What follows belongs to an exercise in optimizing a design on an open flow for small area, a short achievable clock period and few clock cycles per item; a production flow would make more cautious choices.
Only simulation tests tie the RTL to the original design; equivalence was not proved.

== job 101 ==
==> flow/design.v <==
`timescale 1ns/1ps
`default_nettype none
module div_unit_step (
    input  logic [31:0] r,
    input  logic [31:0] y,
    input  logic        hiok,
    input  logic        sa,
    output logic        q,
    output logic [31:0] rn
);
    logic [31:0] g, p, gg, pp;
    always_comb begin
        g  = r & y;
        p  = r ^ y;
        gg = g;
        pp = p;
        for (int l = 0; l < 5; l++)
            for (int i = 0; i < 32; i++)
                if ((i % (2 << l)) == (2 << l) - 1) begin
                    gg[i] = gg[i] | (pp[i] & gg[i - (1 << l)]);
                    pp[i] = pp[i] & pp[i - (1 << l)];
                end
        for (int l = 3; l >= 0; l--)
            for (int i = 0; i < 32; i++)
                if ((i % (2 << l)) == (1 << l) - 1 && i >= (2 << l)) begin
                    gg[i] = gg[i] | (pp[i] & gg[i - (1 << l)]);
                    pp[i] = pp[i] & pp[i - (1 << l)];
                end
    end
    assign q  = hiok & ~(sa & r[31]) & (gg[31] | (sa & pp[31]));
    assign rn = q ? (p ^ {gg[30:0], 1'b0}) : r;
endmodule
module div_unit #(
    parameter integer K = 5
) (
    input  logic        clk_i,
    input  logic        rst_ni,
    input  logic        start_i,
    input  logic [2:0]  op_type_i,
    input  logic [31:0] operand_a_i,
    input  logic [31:0] operand_b_i,
    output logic [31:0] result_o,
    output logic        done_o,
    output logic        busy_o,
    output logic        exception_valid_o,
    output logic [31:0] exception_cause_o
);
    localparam integer W  = 32 + K - 1;        
    localparam integer MM = (32 + K - 1) / K;  
    logic        busy_q, done_q, first_q, acc_q;
    logic [3:0]  cnt_q;
    logic [2:0]  op_q;
    logic [31:0] r_q, d_q, q_q;
    logic        sa_q, exc_q;
    logic        sgn, sa0, sa, sb, bz, ovf;
    logic [31:0] x0, bm, nb;
    logic [32:0] cb;
    logic [5:0]  la, lb;
    logic signed [7:0] n;
    logic [3:0]  m, mcur;
    assign sgn = ~op_q[0];
    assign sa0 = sgn & r_q[31];
    assign sa  = first_q ? sa0 : sa_q;
    assign sb  = sgn & d_q[31];
    assign x0  = r_q ^ {32{first_q & sa0}};
    assign bm  = d_q ^ {32{sb}};
    assign bz  = (d_q == 32'd0);
    assign ovf = (r_q == 32'h80000000) && (d_q == 32'hFFFFFFFF);
    assign cb[0] = ~sb;
    for (genvar i = 0; i < 32; i++) begin : g_inc
        assign nb[i]    = ~bm[i] ^ cb[i];
        assign cb[i+1] = ~bm[i] & cb[i];
    end
    always_comb begin
        la = 6'd0;
        lb = 6'd0;
        for (int i = 0; i < 32; i++) begin
            if (x0[i]) la = 6'(i + 1);
            if (bm[i]) lb = 6'(i + 1);
        end
    end
    assign n = $signed({2'b00, la}) - $signed({2'b00, lb}) + $signed({7'd0, sa0 & ~sb}) + 8'sd1;
    always_comb begin
        m = 4'd1;
        for (int j = 2; j <= MM; j++)
            if (n > (j - 1) * K) m = 4'(j);
    end
    assign mcur = first_q ? m : cnt_q;
    logic [W-1:0] yw;
    always_comb begin
        yw = '1;
        for (int j = 1; j <= MM; j++)
            if (mcur == 4'(j))
                yw = W'({1'b1, nb}) << (j * K - 1);
    end
    logic [31:0]  rs [0:K];
    logic [K-1:0] qb;
    assign rs[0] = x0;
    for (genvar j = 0; j < K; j++) begin : g_step
        logic [W-1:0] yj;
        logic         hiok;
        assign yj = W'({{j{1'b1}}, yw} >> j);
        if (W - j > 32) begin : g_hi
            assign hiok = &yj[W-1-j:32];
        end else begin : g_nohi
            assign hiok = 1'b1;
        end
        div_unit_step u_step (
            .r(rs[j]), .y(yj[31:0]), .hiok(hiok), .sa(sa), .q(qb[K-1-j]), .rn(rs[j+1])
        );
    end
    logic        last, is_rem, negl, rflip;
    logic [31:0] qbase, qf, qn;
    logic [32:0] orq;
    assign last   = (mcur == 4'd1);
    assign is_rem = op_q[2] & op_q[1];
    assign qbase  = first_q ? 32'd0 : q_q;
    assign qf     = {qbase[31-K:0], qb & {K{op_q[2]}}};
    assign negl   = last & op_q[2] & ~op_q[1] & ((sa ^ sb) | bz);
    assign rflip  = sa;
    logic [32-K:0] orh;
    assign orq[0] = bz;
    assign orh[0] = 1'b0;
    for (genvar i = 0; i < 32; i++) begin : g_res
        if (i < K) begin : g_lo
            assign orq[i+1] = orq[i] | qf[i];
        end else begin : g_hi
            assign orh[i-K+1] = orh[i-K] | qf[i];
            assign orq[i+1]   = orq[K] | orh[i-K+1];
        end
        assign qn[i] = is_rem ? (rs[K][i] ^ rflip) : (qf[i] ^ (negl & orq[i]));
    end
    always_ff @(posedge clk_i or negedge rst_ni) begin
        if (!rst_ni) begin
            busy_q <= 1'b0;
            done_q <= 1'b0;
            acc_q  <= 1'b1;
        end else if (start_i) begin
            busy_q <= 1'b1;
            done_q <= 1'b0;
            acc_q  <= 1'b0;
        end else if (done_q) begin
            busy_q <= 1'b0;
            done_q <= 1'b0;
            acc_q  <= 1'b1;
        end else if (busy_q && last) begin
            done_q <= 1'b1;
            acc_q  <= 1'b1;
        end
    end
    always_ff @(posedge clk_i) begin
        first_q <= start_i;
        cnt_q   <= mcur - 4'd1;
        q_q     <= qn;
        if (acc_q) begin
            r_q  <= operand_a_i;
            d_q  <= operand_b_i;
            op_q <= op_type_i;
        end else begin
            r_q  <= rs[K];
        end
        if (first_q) begin
            sa_q  <= sa0;
            exc_q <= bz | ovf;
        end
    end
    assign result_o          = q_q;
    assign done_o            = done_q;
    assign busy_o            = busy_q;
    assign exception_valid_o = exc_q;
    assign exception_cause_o = {30'd0, exc_q, 1'b0};
endmodule
Settings: LEC_CHECK=0, ABC_AREA=1, CAP_MARGIN=20, CORE_MARGIN=2, CORE_UTILIZATION=65, SLEW_MARGIN=20; clock period 150.0 ns.
standard.sh (not shown) runs the stock make flow with config.mk's settings and CLKGATE_MAP_FILE= SYNTH_SCRIPT=/design/flow/synth_recipe.tcl, a recipe that flattens the netlist after the stock synthesis.
==> flow/flow/run.sh <==
#!/bin/bash
# Standard ORFS layout with two changes: the logic is mapped with the ABC
# script in flow/abc_area.script, and constant outputs share one tie cell, and the port buffers are the smallest
# buffer cell. Each tool's output goes to its own log file.
set -euo pipefail
rm -rf orfs_scripts
cp -r "$FLOW_HOME/scripts" orfs_scripts
cp flow/abc_area.script orfs_scripts/abc_area.script
export SCRIPTS_DIR="$PWD/orfs_scripts"
export SKIP_REPAIR_TIE_FANOUT=1
export BUFFER_PORTS_ARGS="-buffer_cell sky130_fd_sc_hd__buf_1"
bash standard.sh > standard_flow.log 2>&1
==> flow/flow/abc_area.script <==
strash
dch
map -B 0.7 -D 12000
topo
stime -c
buffer -c
upsize -c -D 14000
dnsize -c -D 14000
Testbench counts of job 101, summed over its fixed seeds: cycles 5,099, ops 1,600.
Inputs modified between job 101 and job 102:
--- a/flow/design.v
+++ b/flow/design.v
@@ -45,21 +45,22 @@
     output logic        exception_valid_o,
     output logic [31:0] exception_cause_o
 );
     localparam integer W  = 32 + K - 1;        
     localparam integer MM = (32 + K - 1) / K;  
-    logic        busy_q, done_q, first_q, acc_q;
-    logic [3:0]  cnt_q;
+    localparam integer CW = (MM >= 8) ? 4 : 3;   
+    logic        busy_q, done_q, first_q, acc;
+    logic [CW-1:0] cnt_q;
     logic [2:0]  op_q;
     logic [31:0] r_q, d_q, q_q;
     logic        sa_q, exc_q;
     logic        sgn, sa0, sa, sb, bz, ovf;
     logic [31:0] x0, bm, nb;
     logic [32:0] cb;
     logic [5:0]  la, lb;
     logic signed [7:0] n;
-    logic [3:0]  m, mcur;
+    logic [CW-1:0] mm1, rc;
     assign sgn = ~op_q[0];
     assign sa0 = sgn & r_q[31];
     assign sa  = first_q ? sa0 : sa_q;
     assign sb  = sgn & d_q[31];
     assign x0  = r_q ^ {32{first_q & sa0}};
@@ -79,22 +80,22 @@
             if (bm[i]) lb = 6'(i + 1);
         end
     end
     assign n = $signed({2'b00, la}) - $signed({2'b00, lb}) + $signed({7'd0, sa0 & ~sb}) + 8'sd1;
     always_comb begin
-        m = 4'd1;
-        for (int j = 2; j <= MM; j++)
-            if (n > (j - 1) * K) m = 4'(j);
+        mm1 = '0;
+        for (int j = 1; j < MM; j++)
+            if (n > j * K) mm1 = CW'(j);
     end
-    assign mcur = first_q ? m : cnt_q;
+    assign rc = first_q ? mm1 : cnt_q;
+    logic [W-1:0] ys [0:CW];
+    assign ys[0] = W'({1'b1, nb}) << (K - 1);
+    for (genvar i = 0; i < CW; i++) begin : g_align
+        assign ys[i+1] = rc[i] ? (ys[i] << (K << i)) : ys[i];
+    end
     logic [W-1:0] yw;
-    always_comb begin
-        yw = '1;
-        for (int j = 1; j <= MM; j++)
-            if (mcur == 4'(j))
-                yw = W'({1'b1, nb}) << (j * K - 1);
-    end
+    assign yw = ys[CW];
     logic [31:0]  rs [0:K];
     logic [K-1:0] qb;
     assign rs[0] = x0;
     for (genvar j = 0; j < K; j++) begin : g_step
         logic [W-1:0] yj;
@@ -110,11 +111,11 @@
         );
     end
     logic        last, is_rem, negl, rflip;
     logic [31:0] qbase, qf, qn;
     logic [32:0] orq;
-    assign last   = (mcur == 4'd1);
+    assign last   = (rc == '0);
     assign is_rem = op_q[2] & op_q[1];
     assign qbase  = first_q ? 32'd0 : q_q;
     assign qf     = {qbase[31-K:0], qb & {K{op_q[2]}}};
     assign negl   = last & op_q[2] & ~op_q[1] & ((sa ^ sb) | bz);
     assign rflip  = sa;
@@ -126,35 +127,32 @@
             assign orq[i+1] = orq[i] | qf[i];
         end else begin : g_hi
             assign orh[i-K+1] = orh[i-K] | qf[i];
             assign orq[i+1]   = orq[K] | orh[i-K+1];
         end
-        assign qn[i] = is_rem ? (rs[K][i] ^ rflip) : (qf[i] ^ (negl & orq[i]));
+        assign qn[i] = (is_rem ? rs[K][i] : qf[i]) ^ (is_rem ? rflip : (negl & orq[i]));
     end
     always_ff @(posedge clk_i or negedge rst_ni) begin
         if (!rst_ni) begin
             busy_q <= 1'b0;
             done_q <= 1'b0;
-            acc_q  <= 1'b1;
         end else if (start_i) begin
             busy_q <= 1'b1;
             done_q <= 1'b0;
-            acc_q  <= 1'b0;
         end else if (done_q) begin
             busy_q <= 1'b0;
             done_q <= 1'b0;
-            acc_q  <= 1'b1;
         end else if (busy_q && last) begin
             done_q <= 1'b1;
-            acc_q  <= 1'b1;
         end
     end
+    assign acc = ~busy_q | done_q;
     always_ff @(posedge clk_i) begin
         first_q <= start_i;
-        cnt_q   <= mcur - 4'd1;
+        cnt_q   <= rc - CW'(1);
         q_q     <= qn;
-        if (acc_q) begin
+        if (acc) begin
             r_q  <= operand_a_i;
             d_q  <= operand_b_i;
             op_q <= op_type_i;
         end else begin
             r_q  <= rs[K];
The final layout from job 101, which completed every stage, passed the timing, DRC and antenna checks at the end of the flow.
Job 102 ended with every stage complete and zero timing, DRC or antenna violations.
[job 102] final critical delay including setup and external delays fell 15 ps relative to job 101
From job 101 to job 102 the numbers moved as follows: share of the clock period used by the worst path held.
Job 102 against job 101: number of buffers on the longest clock path did not really move, cell area after layout went down.
Compared with job 101, in job 102 fraction of met3 tracks used by global routing climbed 0.68 points; fill cell total of the finished layout dropped about 3%.
Testbench counts of job 102, summed over its fixed seeds: cycles 5,099, ops 1,600.

-- what the ideal ports hide --
How much do the figures lean on ideal ports? The routed layouts below were timed once more, with nothing changed but the port constraints.
Step 1, drivers: a clkbuf_16 drives clk_i and a buf_2 each remaining input, both assumed.
Step 2, shift: input delay + t, output delay - t, t = (earliest + latest rising clock arrival at the registers) / 2. This alone moves slack from input paths to output paths.
a / b / c = ideal ports / drivers / drivers and shift; a / b = the first two.
| run | t, ns | slack for setup (ns) | cell pins on the clock port's net |
|---|---|---|---|
| job 101 | 0.392 | 119.084 / 119.040 / 119.432 | 1 |
| job 102 | 0.397 | 119.099 / 119.056 / 119.453 | 1 |
After both steps setup and hold are still met in every run listed.
